This is an optimization exercise on Yosys and OpenROAD, whose aim is small area, a short achievable clock period and few clock cycles, not a production implementation.
Function was checked by simulation only, so behaviour that the tests miss may differ from the original.
The flow treats the clock pin as an ideal source. Dropping or thinning the clock tree relies on that and would not hold on a real chip.
Power and IR drop assume default switching activity.

== red ==
Design simd_histogram, start of the top module:
module simd_histogram (
	input             clk,
	input             rst_n,
	input             img_ready,
	output     [11:0] img_addr,
	input      [31:0] img_data,
	output            hist_we,
	output      [2:0] hist_addr,
	output     [15:0] hist_data,
	output reg        hist_transmit
);
clock: 6.0 ns
lec_check: 0
cap_margin: 20
core_margin: 2
core_utilization: 40
place_density: 0.6
setup_slack_margin: 4.0
slew_margin: 20
standard.sh (not shown) runs the stock make flow with config.mk's settings and CLKGATE_MAP_FILE= SYNTH_SCRIPT=/design/flow/synth_recipe.tcl, a recipe that flattens the netlist after the stock synthesis.
==> flow/flow/run.sh <==
#!/bin/bash
# The standard layout (standard.sh), except that the clock tree is built
# by flow/cts_hook.tcl, run by ORFS's CTS step as its PRE_CTS_TCL hook,
# instead of by TritonCTS. make's full output goes to flow_make.log; each
# ORFS step keeps its own log under orfs/logs/.
set -euo pipefail
export PRE_CTS_TCL="$(pwd)/flow/cts_hook.tcl"
bash standard.sh finish > flow_make.log 2>&1
Other scripts of this flow, unchanged in this note and not shown: flow/flow/cts_hook.tcl
Per the final summary, red finished and its layout is clean on timing, DRC and antenna.
Testbench counts of red, summed over its fixed seeds: cycles 131,464.
Inputs modified between red and blue:
Settings: a change of SETUP_SLACK_MARGIN from 4.0 to 3.85.
--- outcome ---
- Re final critical-path share of the clock period: blue is 1.2 points up on red.
- blue: full flow OK, the timing, DRC and antenna checks passed
- Share of power burned in combinational logic, red and blue: lower on blue
- Routed wire length, red and blue: smaller value in blue
- Clock power across red and blue: no real change.
- Comparing fraction of area in registers for red and blue, the smaller number came from red.
- Net switching share of the total power across red and blue: no real change.
For green, these inputs were changed with respect to blue:
Settings: SETUP_SLACK_MARGIN: 3.85 -> 3.7.
Findings:
- green: done, clean on timing, DRC and antenna
- Summary of green over blue: critical path's largest stage delay now larger; share of layout cells above drive strength 1 shrank by 12 points.
- In green relative to blue, total length of routed met2 wires had gone down by a few percent.
- Delta(worst path setup slack after routing, green - blue) < 0
- As far as number of inserted filler cells in the final layout is concerned, blue and green perform about the same.
- blue -> green: total of cells resized after clock tree synthesis decreased by more than half
- Cmp green vs blue: count of cell instances traversed by the critical path higher in green
- Met2 usage in global routing: higher on blue
In every run of this note, the design's own scripts or RTL, not TritonCTS, make the clock network.

---

Setup of oak:
Another version of the RTL of simd_histogram (not shown whole).
For scale: about 170 flip-flops.
Settings: LEC_CHECK=0, CAP_MARGIN=20, CORE_MARGIN=2, CORE_UTILIZATION=25, PLACE_DENSITY=0.5, SETUP_SLACK_MARGIN=3.85, SLEW_MARGIN=20; clock period 6.0 ns.
==> flow/flow/run.sh <==
#!/bin/bash
# The standard layout (standard.sh), except that the clock tree is built
# by flow/cts_hook.tcl, run by ORFS's CTS step as its PRE_CTS_TCL hook,
# instead of by TritonCTS, and the port buffers are inserted as buf_1 cells
# (buffer_ports otherwise picks a delay cell, clkdlybuf4s50_1, larger and
# slower; the timing repair resizes any that need more drive). make's full output goes to flow_make.log; each
# ORFS step keeps its own log under orfs/logs/.
set -euo pipefail
export PRE_CTS_TCL="$(pwd)/flow/cts_hook.tcl"
export BUFFER_PORTS_ARGS="-buffer_cell sky130_fd_sc_hd__buf_1"
bash standard.sh finish > flow_make.log 2>&1
Other scripts of this flow, unchanged in this note and not shown: flow/flow/cts_hook.tcl
Testbench counts of oak, summed over its fixed seeds: cycles 131,464.
[inputs] pine vs oak
diff --git a/flow/config.mk b/flow/config.mk
--- a/flow/config.mk
+++ b/flow/config.mk
@@ -10,2 +10,2 @@
-export CORE_UTILIZATION = 25
-export PLACE_DENSITY = 0.5
+export CORE_UTILIZATION = 60
+export PLACE_DENSITY = 0.75
Changes observed in pine relative to oak: die height fell by 35%; total stage count of the critical path fell by 1; sequential share of layout area rose by 1.9 points; fmax fell by 3.0 MHz; global-route wire length before repair fell by 2.6 mm. Relative to oak, fraction of area in multi-input gates has gone up in pine. In pine, the die area came out 57% below the value in oak. Capture point of the worst path = hist_data[3]: pine; capture point of the worst path = hist_data[1]: oak. On pine: detailed route wirelength on metal2 is 190 µm lower than what oak gave.
Input changes introduced in birch (baseline for comparison: pine):
diff --git a/flow/config.mk b/flow/config.mk
--- a/flow/config.mk
+++ b/flow/config.mk
@@ -10,2 +10,3 @@
-export CORE_UTILIZATION = 60
-export PLACE_DENSITY = 0.75
+export CORE_UTILIZATION = 40
+export GPL_TIMING_DRIVEN = 0
+export PLACE_DENSITY = 0.6
==> comparison <==
Summary of birch over pine: post-CTS setup buffer count -1; synthesis-to-finish area growth +1.9 points; met1 routed wirelength after detailed routing +270 µm; fmax ~0 delta.
[compare] base=pine new=birch: area occupied by multi-input gates essentially unchanged, power increased 11 µW, via count of the first global-routing pass increased 54, global-route wire length before repair increased 520 µm.
Relative to pine, the relative contribution of the clock network to total power of birch is higher by 0.2 points.
The run showing the smaller worst-case setup slack after placement is pine.
### birch -> maple
diff --git a/flow/config.mk b/flow/config.mk
--- a/flow/config.mk
+++ b/flow/config.mk
@@ -11 +10,0 @@
-export GPL_TIMING_DRIVEN = 0
Findings:
Number of filler cells placed in the layout (lower): maple
Changes observed in maple relative to birch: total wire length after detailed routing went up 1.1%, number of buffers inserted by post-CTS setup repair climbed 2.
maple reports its startpoint of the most critical setup path as addr[5]$_SDFF_PN0_ while birch reports u[0]$_SDFF_PN0_.
--- input diff maple..cedar ---
diff --git a/flow/flow/run.sh b/flow/flow/run.sh
--- a/flow/flow/run.sh
+++ b/flow/flow/run.sh
@@ -10,0 +11 @@
+export RECOVER_POWER=100
### Flow results
Diff maple..cedar | overall track demand over capacity in global routing | unchanged
maple -> cedar: depth of the worst hold-timing path delta 0, exact match
maple → cedar: post-layout worst setup margin lost 0.078 ns; clock power shows no meaningful change.
NOTE final instance area maple->cedar decreased slightly
No run of this note takes its clock network from TritonCTS; it comes from the design's own scripts or RTL.

what the ideal ports hide:
No port has a modelled driver above. Below, the same layouts with a new extraction and two added sets of constraints. Step 1: set_driving_cell puts a clkbuf_16 on clk and a buf_2 on each other input, an assumption about the parent block. Step 2 moves the port delays by t, midway between the first and last clock arrival at a register: inputs arrive t later, outputs are due t later. That takes back most of the time a late clock gives input paths. a / b / c = no drivers / after step 1 / after step 2; a / b = the first two.
| run | shift t [ns] | setup WS [ns] | worst setup path at the end |
|---|---|---|---|
| red | 0.391 | 3.970 / 3.932 / 3.660 | input to register |
| blue | 0.394 | 3.901 / 3.863 / 3.545 | input to register |
| green | 0.394 | 3.723 / 3.725 / 3.344 | input to register |
| oak | 0.408 | 3.894 / 3.848 / 3.668 | input to register |
| pine | 0.394 | 3.881 / 3.844 / 3.672 | input to register |
| birch | 0.388 | 3.883 / 3.847 / 3.686 | input to register |
| maple | 0.396 | 3.899 / 3.865 / 3.660 | input to register |
| cedar | 0.398 | 3.821 / 3.786 / 3.614 | input to register |
After both steps every run listed still meets setup and hold. For green, which loses most, drivers alone change the setup slack by +0.002 ns; drivers and shift together by -0.379 ns.
